Background: an optimization exercise with open tools, aiming at small area and a short achievable clock period. Do not read the settings as production practice. In this exercise RTL edits were held to simulation tests only and were not proved equivalent to the original.

Setup of the previous run:
Design Algorithmic_Multiplier, start of the top module:
module Algorithmic_Multiplier(
    input signed [15:0] b0, b1, b2, b3,
    input signed [15:0] x0, x1, x2, x3,
    input clk,
    output signed [15:0] y0, y1, y2, y3
);
    reg [15:0] xr0, xr1, xr2, xr3, br0, br1, br2, br3;
    always @(posedge clk) begin
        xr0 <= x0; xr1 <= x1; xr2 <= x2; xr3 <= x3;
        br0 <= b0; br1 <= b1; br2 <= b2; br3 <= b3;
    end
    reg xr0_10_r1;
    reg xr0_11_r1;
    reg xr0_12_r1;
    reg xr0_13_r1;
    reg xr0_14_r1;
    reg xr1_10_r1;
    reg xr1_11_r1;
    reg xr1_12_r1;
    reg xr1_13_r1;
    reg xr1_14_r1;
    reg xr2_10_r1;
    reg xr2_11_r1;
    reg xr2_12_r1;
    reg xr2_13_r1;
    reg xr2_14_r1;
    reg xr3_10_r1;
    reg xr3_11_r1;
    reg xr3_12_r1;
    reg xr3_13_r1;
    reg xr3_14_r1;
    reg br0_10_r1;
    reg br0_11_r1;
    reg br0_12_r1;
    reg br0_13_r1;
    reg br0_14_r1;
    reg br1_10_r1;
    reg br1_11_r1;
    reg br1_12_r1;
    reg br1_13_r1;
    reg br1_14_r1;
    reg br2_10_r1;
    reg br2_11_r1;
    reg br2_12_r1;
    reg br2_13_r1;
    reg br2_14_r1;
    reg br3_10_r1;
    reg br3_11_r1;
    reg br3_12_r1;
    reg br3_13_r1;
    reg br3_14_r1;
    reg p1_r1;
    reg x121_r1;
    reg x127_r1;
    reg x127_r2;
    reg x136_r1;
    reg x136_r2;
    reg x148_r1;
    reg x148_r2;
    reg x163_r1;
    reg x163_r2;
    reg x181_r1;
    reg x181_r2;
    reg x202_r1;
    reg x202_r2;
    reg x226_r1;
    reg x226_r2;
    reg x253_r1;
    reg x253_r2;
    reg oc254_r1;
    reg fc278_r1;
    reg fs280_r1;
    reg fc281_r1;
    reg x283_r2;
    reg fs310_r1;
    reg fc311_r1;
    reg x316_r2;
    reg fs346_r1;
    reg fc347_r1;
    reg x352_r2;
    reg fs385_r1;
    reg x391_r2;
    reg x418_r1;
    reg x420_r2;
    reg p421_r1;
    reg x541_r1;
    reg x547_r1;
    reg x547_r2;
    reg x556_r1;
  ...
==> flow/config.mk <==
export PLATFORM = sky130hd
export DESIGN_NAME = Algorithmic_Multiplier
export DESIGN_NICKNAME = Algorithmic_Multiplier
export VERILOG_FILES = /design/flow/design.v
export SDC_FILE = /design/flow/constraint.sdc
export NUM_CORES = 4
export LEC_CHECK = 0
export CAP_MARGIN = 20
export CORE_MARGIN = 2
export CORE_UTILIZATION = 70
export CTS_CLUSTER_DIAMETER = 80
export CTS_CLUSTER_SIZE = 25
export SLEW_MARGIN = 20
export SYNTH_HIERARCHICAL = 1
export SYNTH_MINIMUM_KEEP_SIZE = 0
==> flow/constraint.sdc <==
create_clock -name core_clock -period 21.0 [get_ports {clk}]
set_input_delay 4.2000 -clock core_clock [delete_from_list [all_inputs] [get_ports {clk}]]
set_output_delay 4.2000 -clock core_clock [all_outputs]
set_load 0.01 [all_outputs]
standard.sh (not shown) runs the stock make flow with config.mk's settings and CLKGATE_MAP_FILE= SYNTH_SCRIPT=/design/flow/synth_recipe.tcl, a recipe that flattens the netlist after the stock synthesis.
==> flow/flow/run.sh <==
#!/bin/bash
# Standard ORFS layout, with the port buffers chosen here (flow/ports.tcl) and timing repair
# aimed at a period well below the design's, so that it sizes the critical paths.
set -euo pipefail
W=$PWD
export DONT_BUFFER_PORTS=1
export PRE_GLOBAL_PLACE_TCL=$W/flow/ports.tcl
export SKIP_BUFFER_REMOVAL=1
export SETUP_SLACK_MARGIN=15.75
export CTS_ARGS="-sink_clustering_enable -repair_clock_nets -sink_clustering_size 25 -sink_clustering_max_diameter 80 -dont_use_dummy_load"
bash standard.sh > $W/standard_make.log 2>&1
==> flow/flow/ports.tcl <==
# Buffer every input and output port (as the standard flow does), with small buffers on the
# inputs and a stronger one on the outputs, and keep those buffers through timing repair.
# Synthesis' pass-through buffers (flip-flop to output port) go first.
remove_buffers
buffer_ports -inputs -buffer_cell sky130_fd_sc_hd__buf_1
buffer_ports -outputs -buffer_cell sky130_fd_sc_hd__buf_4
# connect the new buffers to the power grid before they are marked don't-touch
global_connect
set kept 0
foreach bt [[ord::get_db_block] getBTerms] {
  set net [$bt getNet]
  if {[$net getSigType] eq "CLOCK" || [$bt getName] eq "clk"} { continue }
  foreach it [$net getITerms] {
    set inst [$it getInst]
    if {[string match "sky130_fd_sc_hd__buf_*" [[$inst getMaster] getName]]} {
      $inst setDoNotTouch 1
      incr kept
    }
  }
}
puts "port buffers kept: $kept"
Modified inputs, the current run compared to the previous run
diff --git a/flow/flow/run.sh b/flow/flow/run.sh
--- a/flow/flow/run.sh
+++ b/flow/flow/run.sh
@@ -8,3 +8,3 @@
 export SKIP_BUFFER_REMOVAL=1
-export SETUP_SLACK_MARGIN=15.75
+export SETUP_SLACK_MARGIN=15.7
 export CTS_ARGS="-sink_clustering_enable -repair_clock_nets -sink_clustering_size 25 -sink_clustering_max_diameter 80 -dont_use_dummy_load"
Findings:
Setup slack of the critical path after layout in the current run is 0.0037 ns below the previous run.
Cell count of the current run is on par with the previous run.
Higher post-layout utilization of the core goes to the previous run over the current run.

========
== try-pepper ==
Starting RTL as in the previous note.
export LEC_CHECK = 0
export CAP_MARGIN = 20
export CORE_MARGIN = 2
export CORE_UTILIZATION = 70
export CTS_CLUSTER_DIAMETER = 80
export CTS_CLUSTER_SIZE = 25
export PLACE_DENSITY = 0.75
export SLEW_MARGIN = 20
export SYNTH_HIERARCHICAL = 1
export SYNTH_MINIMUM_KEEP_SIZE = 0
create_clock -name core_clock -period 21.0 [get_ports {clk}]
==> flow/flow/run.sh <==
#!/bin/bash
# Standard ORFS layout, with the port buffers chosen here (flow/ports.tcl) and timing repair
# aimed at a period well below the design's, so that it sizes the critical paths.
set -euo pipefail
W=$PWD
export DONT_BUFFER_PORTS=1
export PRE_GLOBAL_PLACE_TCL=$W/flow/ports.tcl
export SKIP_BUFFER_REMOVAL=1
export SETUP_SLACK_MARGIN=15.7
export CTS_ARGS="-sink_clustering_enable -repair_clock_nets -sink_clustering_size 18 -sink_clustering_max_diameter 55 -dont_use_dummy_load -sink_clustering_buffer sky130_fd_sc_hd__clkbuf_8"
bash standard.sh > $W/standard_make.log 2>&1
Scripts as last shown in full above: flow/flow/ports.tcl
try-pepper was carried through to the last stage, and its layout satisfied the timing, DRC and antenna checks.
Modified inputs, try-nickel compared to try-pepper
- clearing PLACE_DENSITY, which used to be 0.75
==> run notes <==
Across try-nickel and try-pepper, none had a timing, DRC or antenna violation.
Compared with try-pepper, try-nickel shows total routed wirelength that has gone up slightly.
try-pepper has lower final clock skew than try-nickel.
Relative to try-pepper, final worst-path cycle share has gone down in try-nickel.
Diff try-nickel and try-pepper: post-place setup slack lower in try-nickel
As far as sequential share of layout area is concerned, try-pepper and try-nickel perform about the same.
There was hardly any difference in relative area of clock buffers and inverters in the final design between try-nickel and try-pepper.
From try-nickel to try-pepper, sequential cell count did not move at all.
Reported for try-nickel and try-pepper, overall die height turned out identical to the last digit.
#### Input delta (try-ember over try-nickel)
--- a/flow/flow/run.sh
+++ b/flow/flow/run.sh
@@ -6,4 +6,5 @@
 export DONT_BUFFER_PORTS=1
 export PRE_GLOBAL_PLACE_TCL=$W/flow/ports.tcl
+export POST_GLOBAL_PLACE_TCL=$W/flow/outflops.tcl
 export SKIP_BUFFER_REMOVAL=1
 export SETUP_SLACK_MARGIN=15.7
==> flow/flow/outflops.tcl (new file) <==
# Move each output flip-flop next to its output port buffer, so that the flip-flop drives a short
# wire; detailed placement legalizes the moved cells afterwards.
set block [ord::get_db_block]
set moved 0
foreach bt [$block getBTerms] {
  if {[$bt getIoType] ne "OUTPUT"} { continue }
  set pnet [$bt getNet]
  set buf ""
  foreach it [$pnet getITerms] { if {[$it isOutputSignal]} { set buf [$it getInst] } }
  if {$buf eq ""} { continue }
  set inet [[$buf findITerm A] getNet]
  foreach it [$inet getITerms] {
    if {[$it isOutputSignal]} {
      set ff [$it getInst]
      if {[string match "*dfxtp*" [[$ff getMaster] getName]]} {
        set loc [$buf getLocation]
        $ff setLocation [lindex $loc 0] [lindex $loc 1]
        incr moved
      }
    }
  }
}
puts "output flip-flops moved: $moved"
==> comparison <==
Number of placed cells counting well taps came out exactly the same in try-nickel and try-ember. Re share of final layout cell area taken by non-clock buffers: try-nickel was higher than try-ember. Between try-nickel and try-ember, the difference in maximum frequency is negligible. A start point of the critical path of fs4855_r3 is what try-ember shows, while k5035_r3 belongs to try-nickel.
### try-ember -> try-onyx
==> flow/flow/run.sh <==
#!/bin/bash
# Standard ORFS layout, with the port buffers chosen here (flow/ports.tcl) and timing repair
# aimed at a period well below the design's, so that it sizes the critical paths.
set -euo pipefail
W=$PWD
export DONT_BUFFER_PORTS=1
export PRE_GLOBAL_PLACE_TCL=$W/flow/ports.tcl
export SKIP_BUFFER_REMOVAL=1
export SETUP_SLACK_MARGIN=15.7
export CTS_ARGS="-sink_clustering_enable -repair_clock_nets -sink_clustering_size 20 -sink_clustering_max_diameter 60 -dont_use_dummy_load -sink_clustering_buffer sky130_fd_sc_hd__clkbuf_8"
bash standard.sh > $W/standard_make.log 2>&1
removed: flow/flow/outflops.tcl
- Status: routed wire length parity (try-ember, try-onyx)
- As far as overall via count from detail_route is concerned, try-ember and try-onyx perform about the same.
- Peak clock frequency supported by timing: try-onyx worse than try-ember
- Relative to try-ember, signed area change from the synthesized netlist to the final layout has gone down in try-onyx.
- When try-onyx is measured against try-ember, its global-route usage turns out 0.34 points lower.
- try-ember ended up with fs4855_r3 as its startpoint of the worst setup timing path; try-onyx ended up with k5036_r3.

-- what the ideal ports hide --
How much do the figures lean on ideal ports? The routed layouts below were timed once more, with nothing changed but the port constraints. Step 1 sets driving cells, clkbuf_16 on the clock port and buf_2 on the other inputs (assumed; they add their load-dependent delay and slew). Step 2 times the ports against the registers' clock, not the clock port: input delays grow and output delays shrink by t, the midpoint of the rising clock arrivals with the driver on. Three values: ideal, step 1, step 2; two values: the first two.
run | t (ns) | slack for setup (ns) | worst setup path at the end | clock arrival spread, ns | cell pins on the clock port's net
the previous run | 0.635 | 15.678 / 15.610 / 15.752 | register to register | 0.063 / 0.063 | 1
the current run | 0.635 | 15.674 / 15.606 / 15.756 | register to register | 0.065 / 0.065 | 1
try-pepper | 0.643 | 15.670 / 15.604 / 15.826 | register to register | 0.057 / 0.057 | 1
try-nickel | 0.635 | 15.719 / 15.654 / 15.798 | register to register | 0.072 / 0.073 | 1
try-ember | 0.632 | 15.734 / 15.668 / 15.785 | register to register | 0.076 / 0.076 | 1
try-onyx | 0.631 | 15.677 / 15.609 / 15.737 | register to register | 0.083 / 0.082 | 1
After both steps every run listed still meets setup and hold.
